What follows belongs to an exercise in optimizing a design on an open flow for small area; a production flow would make more cautious choices.
Function was checked by simulation only, so behaviour that the tests miss may differ from the original.
Power and IR drop assume default switching activity.

<file path="flow/run.sh">
#!/bin/bash
# synth_recipe.tcl (not shown) runs the flow's synth.tcl, then flattens the netlist and writes it again
# the make line also repeats each setting of config.mk as NAME=value (left out here)
make -C /OpenROAD-flow-scripts/flow DESIGN_CONFIG=/design/flow/config.mk WORK_HOME=/design/flow/orfs CLKGATE_MAP_FILE= SYNTH_SCRIPT=/design/flow/synth_recipe.tcl finish
</file>
<file path="flow/config.mk">
export PLATFORM = sky130hd
export DESIGN_NAME = top
export DESIGN_NICKNAME = top
export VERILOG_FILES = /design/flow/design.v
export SDC_FILE = /design/flow/constraint.sdc
export NUM_CORES = 4
export LEC_CHECK = 0
export CAP_MARGIN = 20
export CORE_MARGIN = 2
export CORE_UTILIZATION = 40
export SLEW_MARGIN = 20
</file>
<file path="flow/constraint.sdc">
create_clock -name core_clock -period 10.0 [get_ports {clk}]
set_input_delay 2.0000 -clock core_clock [delete_from_list [all_inputs] [get_ports {clk}]]
set_output_delay 2.0000 -clock core_clock [all_outputs]
set_load 0.01 [all_outputs]
</file>
<file path="flow/design.v">
module adder (
    input wire clk,
    input wire reset,
    input wire plus1,
    input wire plus2,
    input wire plus3,
    input wire minus1,
    input wire minus2,
    input wire minus3,
    output reg [10:0] score
);
    wire reset_n = ~reset;
    localparam DEBOUNCE_TIME = 500;   
    reg [8:0] debounce_counter_plus1;
    reg debounce_plus1;
    reg plus1_stable;
    always @(posedge clk or negedge reset) begin
        if (!reset) begin
            debounce_counter_plus1 <= 0;
            debounce_plus1 <= 0;
            plus1_stable <= 0;
        end else begin
            if (plus1 == 1'b0) begin
                if (debounce_counter_plus1 < DEBOUNCE_TIME) begin
                    debounce_counter_plus1 <= debounce_counter_plus1 + 1;
                end else begin
                    debounce_plus1 <= 1;
                    plus1_stable <= 1;
                end
            end else begin
                debounce_counter_plus1 <= 0;
                debounce_plus1 <= 0;
                plus1_stable <= 0;
            end
        end
    end
    reg [8:0] debounce_counter_plus2;
    reg debounce_plus2;
    reg plus2_stable;
    always @(posedge clk or negedge reset) begin
        if (!reset) begin
            debounce_counter_plus2 <= 0;
            debounce_plus2 <= 0;
            plus2_stable <= 0;
        end else begin
            if (plus2 == 1'b0) begin
                if (debounce_counter_plus2 < DEBOUNCE_TIME) begin
                    debounce_counter_plus2 <= debounce_counter_plus2 + 1;
                end else begin
                    debounce_plus2 <= 1;
                    plus2_stable <= 1;
                end
            end else begin
                debounce_counter_plus2 <= 0;
                debounce_plus2 <= 0;
                plus2_stable <= 0;
            end
        end
    end
    reg [8:0] debounce_counter_plus3;
    reg debounce_plus3;
    reg plus3_stable;
    always @(posedge clk or negedge reset) begin
        if (!reset) begin
            debounce_counter_plus3 <= 0;
            debounce_plus3 <= 0;
            plus3_stable <= 0;
        end else begin
            if (plus3 == 1'b0) begin
                if (debounce_counter_plus3 < DEBOUNCE_TIME) begin
                    debounce_counter_plus3 <= debounce_counter_plus3 + 1;
                end else begin
                    debounce_plus3 <= 1;
                    plus3_stable <= 1;
                end
            end else begin
                debounce_counter_plus3 <= 0;
                debounce_plus3 <= 0;
                plus3_stable <= 0;
            end
        end
    end
    reg [8:0] debounce_counter_minus1;
    reg debounce_minus1;
    reg minus1_stable;
    always @(posedge clk or negedge reset) begin
        if (!reset) begin
            debounce_counter_minus1 <= 0;
            debounce_minus1 <= 0;
            minus1_stable <= 0;
        end else begin
            if (minus1 == 1'b0) begin
                if (debounce_counter_minus1 < DEBOUNCE_TIME) begin
                    debounce_counter_minus1 <= debounce_counter_minus1 + 1;
                end else begin
                    debounce_minus1 <= 1;
                    minus1_stable <= 1;
                end
            end else begin
                debounce_counter_minus1 <= 0;
                debounce_minus1 <= 0;
                minus1_stable <= 0;
            end
        end
    end
    reg [8:0] debounce_counter_minus2;
    reg debounce_minus2;
    reg minus2_stable;
    always @(posedge clk or negedge reset) begin
        if (!reset) begin
            debounce_counter_minus2 <= 0;
            debounce_minus2 <= 0;
            minus2_stable <= 0;
        end else begin
            if (minus2 == 1'b0) begin
                if (debounce_counter_minus2 < DEBOUNCE_TIME) begin
                    debounce_counter_minus2 <= debounce_counter_minus2 + 1;
                end else begin
                    debounce_minus2 <= 1;
                    minus2_stable <= 1;
                end
            end else begin
                debounce_counter_minus2 <= 0;
                debounce_minus2 <= 0;
                minus2_stable <= 0;
            end
        end
    end
    reg [8:0] debounce_counter_minus3;
    reg debounce_minus3;
    reg minus3_stable;
    always @(posedge clk or negedge reset) begin
        if (!reset) begin
            debounce_counter_minus3 <= 0;
            debounce_minus3 <= 0;
            minus3_stable <= 0;
        end else begin
            if (minus3 == 1'b0) begin
                if (debounce_counter_minus3 < DEBOUNCE_TIME) begin
                    debounce_counter_minus3 <= debounce_counter_minus3 + 1;
                end else begin
                    debounce_minus3 <= 1;
                    minus3_stable <= 1;
                end
            end else begin
                debounce_counter_minus3 <= 0;
                debounce_minus3 <= 0;
                minus3_stable <= 0;
            end
        end
    end
    reg plus1_reg, plus2_reg, plus3_reg, minus1_reg, minus2_reg, minus3_reg;
    reg plus1_last, plus2_last, plus3_last, minus1_last, minus2_last, minus3_last;
    always @(posedge clk or negedge reset) begin
        if (!reset) begin
            plus1_reg <= 0;
            plus2_reg <= 0;
            plus3_reg <= 0;
            minus1_reg <= 0;
            minus2_reg <= 0;
            minus3_reg <= 0;
            plus1_last <= 0;
            plus2_last <= 0;
            plus3_last <= 0;
            minus1_last <= 0;
            minus2_last <= 0;
            minus3_last <= 0;
        end else begin
            plus1_last <= plus1_stable;
            plus2_last <= plus2_stable;
            plus3_last <= plus3_stable;
            minus1_last <= minus1_stable;
            minus2_last <= minus2_stable;
            minus3_last <= minus3_stable;
            plus1_reg <= (plus1_stable & ~plus1_last);   
            plus2_reg <= (plus2_stable & ~plus2_last);   
            plus3_reg <= (plus3_stable & ~plus3_last);   
            minus1_reg <= (minus1_stable & ~minus1_last);   
            minus2_reg <= (minus2_stable & ~minus2_last);   
            minus3_reg <= (minus3_stable & ~minus3_last);   
        end
    end
    always @(posedge clk or negedge reset) begin
        if (!reset) begin
            score <= 0;   
        end else begin
            if (plus1_reg) begin
                score <= score + 1;
            end
            if (plus2_reg) begin
                score <= score + 2;
            end
            if (plus3_reg) begin
                score <= score + 3;
            end
            if (minus1_reg) begin
                score <= score - 1;
            end
            if (minus2_reg) begin
                score <= score - 2;
            end
            if (minus3_reg) begin
                score <= score - 3;
            end
        end
    end
endmodule
module DecimalToASCII(
    input [10:0] decimal,
    output reg [7:0] ascii_0, ascii_1, ascii_2
);
always @* begin
		  ascii_0 = decimal % 10 + 48;
		  ascii_1 = (decimal / 10) % 10 + 48;
		  ascii_2 = (decimal / 100) % 10 + 48;
end
endmodule
module timer(clk,pause,min,sec,reset,period);
input clk,pause,reset;
output reg [10:0] min,sec;
output reg [10:0] period;
localparam TICK_MAX = 99;
reg [6:0] tick;
reg clkt,p,stop;
reg pause_last;
wire reset_n=~reset;
wire clkt_rise = (tick == TICK_MAX) && !clkt;
wire pause_rise = pause && !pause_last;
always @(posedge clk or posedge reset_n)
begin
	 if (reset_n) begin
        tick <= 0;
        clkt <= 0;
    end else begin
        tick <= tick + 1;
        if (tick == TICK_MAX) begin	 
            clkt <= ~clkt;
            tick <= 0;
        end
    end
end
always @(posedge clk or posedge reset_n) begin
    if (reset_n) begin
        pause_last <= 1'b1;
        p <= 1'b0;
    end else begin
        pause_last <= pause;
        if (pause_rise) p <= ~p;
    end
end
always @(posedge clk or posedge reset_n) begin
    if (reset_n) begin
        min <= 10;
        sec <= 0;
        period <= 1;
        stop <= 0;
    end else if (clkt_rise) begin
        if (!p^!stop) begin
            stop <= 0;
            if (min > 0 || sec > 0) begin
                if (sec == 0) begin
                    if (min > 0) begin
                        min <= min - 1;
                        sec <= 59;
                    end
                end else begin
                    sec <= sec - 1;
                end
            end else if (period<4) begin period<=period + 1; min<=10; sec<=0; stop<=1;  end
        end
    end
end
endmodule
module datapath(plus1_H,plus2_H,plus3_H,minus1_H,minus2_H,minus3_H,plus1_G,plus2_G,plus3_G,minus1_G,minus2_G,minus3_G,reset,pause,clk,ascii_0_H, ascii_1_H, ascii_2_H,ascii_0_G, ascii_1_G, ascii_2_G,ascii_0_min, ascii_1_min,ascii_0_sec, ascii_1_sec,ascii_0_period);
    input clk,reset,plus1_H,plus2_H,plus3_H,minus1_H,minus2_H,minus3_H,plus1_G,plus2_G,plus3_G,minus1_G,minus2_G,minus3_G;
    input pause;
	 output  [7:0] ascii_0_G, ascii_1_G, ascii_2_G;
    output  [7:0] ascii_0_H, ascii_1_H, ascii_2_H;
	 output  [7:0] ascii_0_min, ascii_1_min;
	 output  [7:0] ascii_0_sec, ascii_1_sec;
	 output  [7:0] ascii_0_period;
    wire [10:0] score_H,score_G;
	 wire [10:0] min,sec,period;
    adder HOME(clk,reset,plus1_H,plus2_H,plus3_H,minus1_H,minus2_H,minus3_H,score_H);
    adder GUEST(clk,reset,plus1_G,plus2_G,plus3_G,minus1_G,minus2_G,minus3_G,score_G);
    timer timer(.clk(clk),.pause(pause),.reset(reset),.min(min),.sec(sec),.period(period));
    DecimalToASCII dectoAsc_H (.decimal(score_H),.ascii_0(ascii_0_H),.ascii_1(ascii_1_H),.ascii_2(ascii_2_H));
    DecimalToASCII dectoAsc_G (.decimal(score_G),.ascii_0(ascii_0_G),.ascii_1(ascii_1_G),.ascii_2(ascii_2_G));
	 DecimalToASCII dectoAsc_min (.decimal(min),.ascii_0(ascii_0_min),.ascii_1(ascii_1_min),.ascii_2());
	 DecimalToASCII dectoAsc_sec (.decimal(sec),.ascii_0(ascii_0_sec),.ascii_1(ascii_1_sec),.ascii_2());
	 DecimalToASCII dectoAsc_period (.decimal(period),.ascii_0(ascii_0_period),.ascii_1(),.ascii_2());
endmodule
module ps2scan(
	input clk,
	input reset,
	input ps2k_clk,
	input ps2k_data,
	output[7:0] ps2_byte,
	output ps2_state
);
reg[7:0] ps2_byte_r;
reg[7:0] temp_data;
reg[3:0] num;
wire parity_check;
reg parity_good;
reg start_good;
reg stop_good;
reg ps2k_clk_s1, ps2k_clk_s2, ps2k_clk_s3;
reg ps2k_data_s1, ps2k_data_s2;
always @ (posedge clk or negedge reset) begin
	if(!reset) begin
			ps2k_clk_s1 <= 1'b1;
			ps2k_clk_s2 <= 1'b1;
			ps2k_clk_s3 <= 1'b1;
			ps2k_data_s1 <= 1'b1;
			ps2k_data_s2 <= 1'b1;
		end
	else begin
			ps2k_clk_s1 <= ps2k_clk;
			ps2k_clk_s2 <= ps2k_clk_s1;
			ps2k_clk_s3 <= ps2k_clk_s2;
			ps2k_data_s1 <= ps2k_data;
			ps2k_data_s2 <= ps2k_data_s1;
		end
end
wire ps2k_fall = ps2k_clk_s3 & ~ps2k_clk_s2;
wire ps2d = ps2k_data_s2;
assign parity_check = ~^temp_data;
wire newcode_rise = ps2k_fall && (num == 4'd10) && ps2d;
always @ (posedge clk or negedge reset) begin
	if(!reset) begin
			num <= 4'd0;
			temp_data <= 8'd0;
			parity_good <= 1'b0;
			start_good <= 1'b0;
			stop_good <= 1'b0;
		end
		else if (ps2k_fall) begin
				case (num)
					4'd0:	begin
								start_good <= ~ps2d;
								if (~ps2d) begin
									num <= num+1'b1;
								end
							end
					4'd1:	begin
								num <= num+1'b1;
								temp_data[0] <= ps2d;	 
							end
					4'd2:	begin
								num <= num+1'b1;
								temp_data[1] <= ps2d;	 
							end
					4'd3:	begin
								num <= num+1'b1;
								temp_data[2] <= ps2d;	 
							end
					4'd4:	begin
								num <= num+1'b1;
								temp_data[3] <= ps2d;	 
							end
					4'd5:	begin
								num <= num+1'b1;
								temp_data[4] <= ps2d;	 
							end
					4'd6:	begin
								num <= num+1'b1;
								temp_data[5] <= ps2d;	 
							end
					4'd7:	begin
								num <= num+1'b1;
								temp_data[6] <= ps2d;	 
							end
					4'd8:	begin
								num <= num+1'b1;
								temp_data[7] <= ps2d;	 
							end
					4'd9:	begin
								num <= num+1'b1;
								parity_good <= parity_check == ps2d;
							end
					4'd10: begin
								stop_good <= ps2d;
								if (ps2d) begin
									num <= 4'd0;
								end
							end
					default: ;
					endcase
				end
end
reg key_f0;
reg key_e0;
reg ps2_state_r;
always @ (posedge clk or negedge reset) begin
	if(!reset) begin
			key_f0 <= 1'b0;
			key_e0 <= 1'b0;
			ps2_state_r <= 1'b0;
			ps2_byte_r <= 8'h00;
		end
	else if (newcode_rise) begin
			if(temp_data == 8'hf0) key_f0 <= 1'b1;
			else if (temp_data == 8'he0) key_e0 <= 1'b1;
			else begin
					if(!key_f0 && !key_e0) begin
							ps2_byte_r <= temp_data;
							ps2_state_r <= 1'b1;
						end
					else begin
							ps2_state_r <= 1'b0;
							key_f0 <= 1'b0;
							key_e0 <= 1'b0;
							ps2_byte_r<=8'hf0;
						end
				end
		end
end
assign ps2_byte=ps2_byte_r;  
assign ps2_state = ps2_state_r;
endmodule
module receive(
	input state,
	input [7:0] code,
	output reg pause,
	output reg plus1_G,
	output reg plus2_G,
	output reg plus3_G,
	output reg plus1_H,
	output reg plus2_H,
	output reg plus3_H,
	output reg minus1_G,
	output reg minus2_G,
	output reg minus3_G,
	output reg minus1_H,
	output reg minus2_H,
	output reg minus3_H
	);
	parameter space=8'h29,
				 A=8'h1c, 
				 S=8'h1b, 
				 D=8'h23, 
				 J=8'h3b, 
				 K=8'h42, 
				 L=8'h4b, 
				 X=8'h22, 
				 C=8'h21, 
				 V=8'h2a,  
				 B=8'h32,  
				 N=8'h31,  
				 M=8'h3a;  
	always@(*) begin
		case(code) 
			A: begin
						pause=0;
						plus1_G=1;
						plus2_G=1;
						plus3_G=1;
						plus1_H=0;
						plus2_H=1;
						plus3_H=1;
						minus1_G=1;
						minus2_G=1;
						minus3_G=1;
						minus1_H=1;
						minus2_H=1;
						minus3_H=1;
					end
			S: begin
						pause=0;
						plus1_G=1;
						plus2_G=1;
						plus3_G=1;
						plus1_H=1;
						plus2_H=0;
						plus3_H=1;
						minus1_G=1;
						minus2_G=1;
						minus3_G=1;
						minus1_H=1;
						minus2_H=1;
						minus3_H=1;
					end
			D: begin
						pause=0;
						plus1_G=1;
						plus2_G=1;
						plus3_G=1;
						plus1_H=1;
						plus2_H=1;
						plus3_H=0;
						minus1_G=1;
						minus2_G=1;
						minus3_G=1;
						minus1_H=1;
						minus2_H=1;
						minus3_H=1;
					end
			J: begin
						pause=1;
						plus1_G=0;
						plus2_G=1;
						plus3_G=1;
						plus1_H=1;
						plus2_H=1;
						plus3_H=1;
						minus1_G=1;
						minus2_G=1;
						minus3_G=1;
						minus1_H=1;
						minus2_H=1;
						minus3_H=1;
					end
			K: begin
						pause=0;
						plus1_G=1;
						plus2_G=0;
						plus3_G=1;
						plus1_H=1;
						plus2_H=1;
						plus3_H=1;
						minus1_G=1;
						minus2_G=1;
						minus3_G=1;
						minus1_H=1;
						minus2_H=1;
						minus3_H=1;
					end
			L: begin
						pause=0;
						plus1_G=1;
						plus2_G=1;
						plus3_G=0;
						plus1_H=1;
						plus2_H=1;
						plus3_H=1;
						minus1_G=1;
						minus2_G=1;
						minus3_G=1;
						minus1_H=1;
						minus2_H=1;
						minus3_H=1;
					end
				X: begin
						pause=0;
						plus1_G=1;
						plus2_G=1;
						plus3_G=1;
						plus1_H=1;
						plus2_H=1;
						plus3_H=1;
						minus1_G=1;
						minus2_G=1;
						minus3_G=1;
						minus1_H=0;
						minus2_H=1;
						minus3_H=1;
					end
			C: begin
						pause=0;
						plus1_G=1;
						plus2_G=1;
						plus3_G=1;
						plus1_H=1;
						plus2_H=1;
						plus3_H=1;
						minus1_G=1;
						minus2_G=1;
						minus3_G=1;
						minus1_H=1;
						minus2_H=0;
						minus3_H=1;
					end
			V: begin
						pause=0;
						plus1_G=1;
						plus2_G=1;
						plus3_G=1;
						plus1_H=1;
						plus2_H=1;
						plus3_H=1;
						minus1_G=1;
						minus2_G=1;
						minus3_G=1;
						minus1_H=1;
						minus2_H=1;
						minus3_H=0;
					end
			B: begin
						pause=0;
						plus1_G=1;
						plus2_G=1;
						plus3_G=1;
						plus1_H=1;
						plus2_H=1;
						plus3_H=1;
						minus1_G=0;
						minus2_G=1;
						minus3_G=1;
						minus1_H=1;
						minus2_H=1;
						minus3_H=1;
					end
			N: begin
						pause=0;
						plus1_G=1;
						plus2_G=1;
						plus3_G=1;
						plus1_H=1;
						plus2_H=1;
						plus3_H=1;
						minus1_G=1;
						minus2_G=0;
						minus3_G=1;
						minus1_H=1;
						minus2_H=1;
						minus3_H=1;
					end
			M :begin
						pause=0;
						plus1_G=1;
						plus2_G=1;
						plus3_G=1;
						plus1_H=1;
						plus2_H=1;
						plus3_H=1;
						minus1_G=1;
						minus2_G=1;
						minus3_G=0;
						minus1_H=1;
						minus2_H=1;
						minus3_H=1;
					end	
			space: begin
						pause=0;
						plus1_G=1;
						plus2_G=1;
						plus3_G=1;
						plus1_H=1;
						plus2_H=1;
						plus3_H=1;
						minus1_G=1;
						minus2_G=1;
						minus3_G=1;
						minus1_H=1;
						minus2_H=1;
						minus3_H=1;
					end
			default:  begin
						pause=1;
						plus1_G=1;
						plus2_G=1;
						plus3_G=1;
						plus1_H=1;
						plus2_H=1;
						plus3_H=1;
						minus1_G=1;
						minus2_G=1;
						minus3_G=1;
						minus1_H=1;
						minus2_H=1;
						minus3_H=1;
					end
			endcase
	end
endmodule
module ps2_key(
	input clk,
	input reset,
	input ps2k_clk,
	input ps2k_data,
	output  pause,
	output plus1_G,
	output  plus2_G,
	output  plus3_G,
	output plus1_H,
	output  plus2_H,
	output  plus3_H,
	output minus1_G,
	output  minus2_G,
	output  minus3_G,
	output minus1_H,
	output  minus2_H,
	output  minus3_H	);
wire[7:0] ps2_byte;	 
wire ps2_state;		 
ps2scan			ps2scan(	.clk(clk),
								.reset(reset),
								.ps2k_clk(ps2k_clk),
								.ps2k_data(ps2k_data),
								.ps2_byte(ps2_byte),
								.ps2_state(ps2_state)
								);
receive			digits(	 
								.state(ps2_state),
								.code(ps2_byte),
								.plus1_G(plus1_G),
								.plus2_G(plus2_G),
								.plus3_G(plus3_G),
								.plus1_H(plus1_H),
								.plus2_H(plus2_H),
								.plus3_H(plus3_H),
								.minus1_G(minus1_G),
								.minus2_G(minus2_G),
								.minus3_G(minus3_G),
								.minus1_H(minus1_H),
								.minus2_H(minus2_H),
								.minus3_H(minus3_H),
								.pause(pause)
								);
endmodule
module lcd(clk, reset, rs, rw, en,dat,ascii_0_G,ascii_1_G,ascii_2_G,ascii_0_H,ascii_1_H,ascii_2_H,ascii_0_min,ascii_1_min,ascii_0_sec,ascii_1_sec,ascii_0_period);
 input clk;
 input reset;
 input  [7:0] ascii_0_G, ascii_1_G, ascii_2_G;
 input  [7:0] ascii_0_H, ascii_1_H, ascii_2_H;
 input  [7:0] ascii_0_min, ascii_1_min;
 input  [7:0] ascii_0_sec, ascii_1_sec;
 input  [7:0] ascii_0_period;
 output [7:0] dat;
 output  rs,rw,en;
 reg [7:0] g0,g1,g2,h0,h1,h2,m0,m1,s0,s1,p;
 reg [7:0] dat;
 reg rs;
 localparam LCD_DIV = 4'd8;
 reg  [3:0] counter;
 reg [4:0] next;
 wire [4:0] current = next;
 reg clkr;
 parameter  set0=4'h0; 
 parameter  set1=4'h1; 
 parameter  set2=4'h2; 
 parameter  set3=4'h3; 
 parameter  dat0=4'h4; 
 parameter  dat1=4'h5; 
 parameter  dat2=4'h6; 
 parameter  dat3=4'h7; 
 parameter  set4=4'h8; 
 parameter  dat4=4'h9; 
 parameter  dat5=4'hA; 
 parameter  dat6=4'hB; 
 parameter  dat7=4'hC; 
 parameter  dat8=4'hD; 
 parameter  set5=4'hE; 
 parameter  dat9=5'hF; 
 parameter  dat10=5'h10; 
 parameter  dat11=5'h11;
 parameter  dat12=5'h12;
 parameter  dat13=5'h13; 
 parameter  dat14=5'h14;  
 parameter  dat15=5'h15;
 parameter  dat16=5'h16;
 parameter  dat17=5'h17; 
 parameter  dat18=5'h18; 
 parameter  dat19=5'h19;
 parameter  dat20=5'h1A; 
 parameter  dat21=5'h1B; 
 parameter  dat22=5'h1C;
 parameter  dat23=5'h1D;
 parameter  dat24=5'h1F;
 parameter  nul=4'hE;   
wire clkr_tog = (counter == LCD_DIV - 4'd1);
wire clkr_rise = clkr_tog && !clkr;
wire clkr_fall = clkr_tog && clkr;
always @(posedge clk or negedge reset)
 begin
  if (!reset) begin
   counter <= 0;
   clkr <= 0;
  end else if (clkr_tog) begin
   clkr <= ~clkr;
   counter <= 0;
  end else begin
   counter <= counter + 4'd1;
  end
end
always @(posedge clk)
begin
 if (clkr_rise) begin
 g0 <= ascii_0_G;
 g1 <= ascii_1_G;
 g2 <= ascii_2_G;
 h0 <= ascii_0_H;
 h1 <= ascii_1_H;
 h2 <= ascii_2_H;
 s0 <= ascii_0_sec;
 s1 <= ascii_1_sec;
 m0 <= ascii_0_min;
 m1 <= ascii_1_min;
 p  <= ascii_0_period;
 end
end
always @(posedge clk or negedge reset)
begin
 if (!reset) begin
  next <= set0;
  rs <= 0;
  dat <= 8'h00;
 end else if (clkr_fall) begin
  case(current) 
    set0:   begin  rs<=0; dat<=8'h38; next<=set1; end 
    set1:   begin  rs<=0; dat<=8'h0c; next<=set2; end 
    set2:   begin  rs<=0; dat<=8'h6; next<=set3; end 
    set3:   begin  rs<=0; dat<=8'h1; next<=dat0; end 
    dat0:   begin  rs<=1; dat<="H"; next<=dat1; end 
    dat1:   begin  rs<=1; dat<="O"; next<=dat2; end 
    dat2:   begin  rs<=1; dat<="M"; next<=dat3; end 
    dat3:   begin  rs<=1; dat<="E"; next<=set4; end
    set4:   begin  rs<=0; dat<=8'h8b; next<=dat4; end 
    dat4:   begin  rs<=1; dat<="G"; next<=dat5; end 
    dat5:   begin  rs<=1; dat<="U"; next<=dat6; end 
    dat6:   begin  rs<=1; dat<="E"; next<=dat7; end 
    dat7:   begin  rs<=1; dat<="S"; next<=dat8; end 
    dat8:   begin  rs<=1; dat<="T"; next<=set5; end 
	 set5:   begin  rs<=0; dat<=8'hc0; next<=dat9; end 
    dat9:   begin  rs<=1; dat<=h2; next<=dat10; end 
	 dat10:   begin  rs<=1; dat<=h1; next<=dat11; end
	 dat11:   begin  rs<=1; dat<=h0; next<=dat12; end
	 dat12:   begin  rs<=1; dat<=" "; next<=dat13; end
	 dat13:   begin  rs<=1; dat<=p; next<=dat14; end 
	 dat14:   begin  rs<=1; dat<="-"; next<=dat15; end
	 dat15:   begin  rs<=1; dat<=m1; next<=dat16; end
	 dat16:   begin  rs<=1; dat<=m0; next<=dat17; end
	 dat17:   begin  rs<=1; dat<=":"; next<=dat18; end
	 dat18:   begin  rs<=1; dat<=s1; next<=dat19; end
	 dat19:   begin  rs<=1; dat<=s0; next<=dat20; end
	 dat20:   begin  rs<=1; dat<=" "; next<=dat21; end
	 dat21:   begin  rs<=1; dat<=" "; next<=dat22; end
	 dat22:   begin  rs<=1; dat<=g2; next<=dat23; end
	 dat23:   begin  rs<=1; dat<=g1; next<=dat24; end
	 dat24:   begin  rs<=1; dat<=g0; next<=nul;  end
   default:   next<=set0;
    endcase
 end
end
assign en=clkr;
assign rw=0;
endmodule
module top(clk, rs, rw, en,dat,ps2k_clk,ps2k_data,reset);
 input clk,reset; 
 input ps2k_clk,ps2k_data; 
 output [7:0] dat; 
 output  rs,rw,en; 
	 wire plus1_H,plus2_H,plus3_H,minus1_H,minus2_H,minus3_H,plus1_G,plus2_G,plus3_G,minus1_G,minus2_G,minus3_G;
    wire pause;
    wire [9:0] decimal;
	 wire  [7:0] ascii_0_G, ascii_1_G, ascii_2_G;
    wire  [7:0] ascii_0_H, ascii_1_H, ascii_2_H;
	 wire  [7:0] ascii_0_min, ascii_1_min;
	 wire  [7:0] ascii_0_sec, ascii_1_sec;
	 wire [7:0] ascii_0_period;
	 datapath d(plus1_H,plus2_H,plus3_H,minus1_H,minus2_H,minus3_H,
	 plus1_G,plus2_G,plus3_G,minus1_G,minus2_G,minus3_G,reset,pause,
	 clk,ascii_0_H, ascii_1_H, ascii_2_H,ascii_0_G, ascii_1_G, 
	 ascii_2_G,ascii_0_min, ascii_1_min,ascii_0_sec, ascii_1_sec,ascii_0_period);
	 ps2_key p(clk,reset,ps2k_clk,ps2k_data,pause,plus1_G,plus2_G,plus3_G,plus1_H,plus2_H,plus3_H,minus1_G,
	minus2_G,minus3_G,minus1_H,minus2_H,minus3_H	);
	lcd l(clk, reset, rs, rw, en,dat,
	ascii_0_G,ascii_1_G,ascii_2_G,ascii_0_H,
	ascii_1_H,ascii_2_H,ascii_0_min,ascii_1_min,
	ascii_0_sec,ascii_1_sec,ascii_0_period);
endmodule
</file>
==> run notes <==
## area by class of cell
class / instances / area share (%)
Inverter: 150 / 1.72
Sequential cell: 344 / 27.4
Timing Repair Buffer: 30 / 0.832
Multi-Input combinational cell: 3130 / 61.8
Clock inverter: 26 / 0.885
Tap cell: 1040 / 3.93
Clock buffer: 51 / 3.49
## final timing paths
kind                                                   from                                      endpoint  slack, ns  cells after the start
max in group asynchronous                             reset                 d.timer.period[5]$_DFFE_PN0P_       7.17                      2
min                        p.ps2scan.ps2k_data_s1$_DFF_PN1_              p.ps2scan.ps2k_data_s2$_DFF_PN1_       0.36                      0
min reg2reg                p.ps2scan.ps2k_data_s1$_DFF_PN1_              p.ps2scan.ps2k_data_s2$_DFF_PN1_       0.36                      0
max reg2reg                      d.timer.min[9]$_DFFE_PN0P_                             l.m1[7]$_DFFE_PP_       1.76                     26
min in group asynchronous                             reset  d.HOME.debounce_counter_plus3[3]$_DFFE_PN0P_       1.47                      1
max                              d.timer.min[9]$_DFFE_PN0P_                             l.m1[7]$_DFFE_PP_       1.76                     26
## power by group through the flow
stage                     combinational, mW  sequential (mW)  clock [mW]
after CTS                            0.0617             1.48        1.65
after floorplan                      0.0454             1.49           0
after detailed placement             0.0614             1.51           0
final                                0.0591             1.48        1.59
after global placement               0.0602             1.51           0
after global routing                 0.0692             1.48        1.70
## cell usage in the layout, fill, tap and decap left out, types with 71 or more instances in the layout
cell        n
edfxtp_1   88
nand2_1   313
nand3_1   140
ha_1       97
a21oi_1   268
nand2b_1   71
dfrtp_1   247
nor3_1    133
inv_1     131
nor2_1    407
xnor2_1   145
o21ai_0   202
xor2_1     83
## metal layers
layer  up-vias  GRT usage, %  wire, µm
li1      14000             -         -
met1     13600          28.6     38200
met2       827          31.8     37100
met3       101          2.43      4140
met4         0          4.97      1510
met5         -             0         0
## per-stage QoR
stage          worst slack, ns  util, %
2_1_floorplan             3.22        -
3_3_place_gp              2.18     41.0
3_5_place_dp              1.94     41.0
4_1_cts                   1.89     42.9
5_1_grt                   1.03     42.9
6_report                  1.76     42.9
## cells by family after synthesis
kind of cell,synth area share (%)
AND/OR/NAND/NOR,24.7
other,0.0121
XOR/XNOR,6.60
flip-flops,29.2
buffers and inverters,4.96
multiplexers,3.02
adder cells (fa/ha/maj),4.96
AO/OA/AOI/OAI,26.5
==> summary.md <==
| Metric | Value |
|---|---|
| Outcome | `no timing/DRC/antenna violations` |
| Worst skew pair latency | `0.61 ns` |
| Crit share post-route | `82.4%` |
| FFs w/ async S/R, synth | `74.4%` |
| Final std cells w/o fill | `4771` |
| Max-cap viol count | `0` |
| HP Class | `reg -> reg` |
| Logic pwr share | `1.9%` |
| CTS resizes | `0` |
| Internal | `2.38 mW` |
| Die Span Y | `282 µm` |
| Top cells by count, synth | `nor2_1 (407), nand2_1 (313), a21oi_1 (269)` |
| Kind of critical path | `reg -> reg` |
| Vias in the first global route | `25900` |
| Endpoints failing setup | `0` |
| Final-report hold violation count | `0` |
| Detailed-route DRC error count | `0` |
| Nets | `3800` |
| Post-CTS Hold Buffers | `0` |
| Detail Placement HPWL | `57.6 mm` |
| Startpoint types | `flop` |
| Initial antenna violation count | `0` |
| RSZ-0062 raised after global routing | `false` |
| Area of the mapped netlist | `31000 µm²` |
| PD cells | `94.7 nW/µm²` |
| Design Area, Final | `33100 µm²` |
| Routed Antenna Nets | `0` |
| EDFF count, synth | `88` |
| Total CTS buffers | `43` |
| Setup Skew | `0.0256 ns` |
| CP endpoint kind | `flop` |
| Worst-Margin Slew | `1.06 ns` |
| Mean Syn Cell Area | `8.09 µm²` |
| DIE WIDTH | `282 µm` |
| Post-CTS setup buffers | `0` |
| Root Buffer | `clkbuf_16` |
| Sw Share | `24.1%` |
| Initial drt markers | `2593` |
| First-pass GRT wire length | `134 mm` |
| Cells after Synth | `3831` |
| Clock network power share | `50.8%` |
| Most frequent CP cell | `ha_1` |
| I/O pin count | `15` |
| Sw power | `0.754 mW` |
| Ratio of cells with drive above 1 in the final layout | `7.59%` |
| H-tree depth | `2` |
| Tot GR Track Use | `19.9%` |
| Vias per inst | `5.98` |
| CP Data Arrival Time | `8.58 ns` |
| Die ar. | `79800 µm²` |
| Placement row count | `102` |
| Total power | `3.13 mW` |
| Top cells by area, synth | `dfrtp_1 (20%), edfxtp_1 (8.5%), nor2_1 (4.9%)` |
| Grt ovf | `0` |
| Slowest cell on crit path | `a2111oi_0` |
| Top FF cell, synth | `dfrtp_1` |
| Gpl congestion | `0.921` |
| CTS tree | `built` |
| Vias post-DR | `28500` |
| Antenna diode count | `0` |
| Slew HR | `29.0%` |
| Fillers | `7691` |
| CP peak stage delay | `0.80 ns` |
| CP Data Required Time | `10.33 ns` |
| Worst-path clk slew | `0.06 ns` |
| Per-cell routed wire length | `17.0 µm` |
| Worst Path Buf+Inv | `2` |
| VDD IR max | `0.126 mV` |
| Seq pwr share | `47.3%` |
| Tmin final | `8.24 ns` |
| Register area share after synthesis | `29.2%` |
| Area delta synth->final | `6.70%` |
| Largest net degree at the start of global routing | `144` |
| Most common cell in the netlist | `nor2_1` |
| Peak Freq | `121 MHz` |
| Syn_nets | `3932` |
| Core Region | `77100 µm²` |
| Worst Path Max Fanout | `25` |
| Flops & latches, synth | `344` |
| Port bufs | `13` |
| Crit-path leading delay family | `compound AO/OA/AOI/OAI gates` |
| Area of the multi-input gates | `20400 µm²` |
| Warnings from Yosys | `6` |
| Hold slack | `0.356 ns` |
| Largest area contributor in the netlist | `dfrtp_1` |
| Routed WL | `81.0 mm` |
| Setup_tns | `0 ns` |
| Starting density of the core | `40.2%` |
| Max-slew violations | `0` |
| Inst Count DP | `4694` |
| CTS max path bufs | `3` |
| Pleak | `12.6 nW` |
| Placed cell areas | `31600 µm²` |
| Area share of the largest cell type after synthesis | `19.9%` |
| Pre-Repair DR Iteration Count | `6` |
| FF+latch area | `9060 µm²` |
| CTS Sinks | `344` |
| Synth cell types | `145` |

[separate check: timing with driven ports]
No port has a modelled driver above. Below, the same layout with a new extraction and two added sets of constraints. Step 1, drivers: a clkbuf_16 drives clk and a buf_2 each remaining input, both assumed. Step 2 adds t to the input delays and takes it off the output delays; t is the mean of the earliest and latest rising clock arrival at the registers after step 1. Input paths then give back, and output paths get back, about the clock's delay inside the block. Slacks: ideal / step 1 / step 2; pairs: ideal / step 1.
t (ns): 0.652
setup WS [ns]: 1.757 / 1.757 / 1.757
worst hold slack (ns): 0.356 / 0.356 / 0.356
worst setup path after step 2: register to register
cell pins on the clock port's net: 1
After both steps this run still meets setup and hold. The setup slack of this run moves by 0.000 ns with the drivers and by 0.000 ns with both steps.
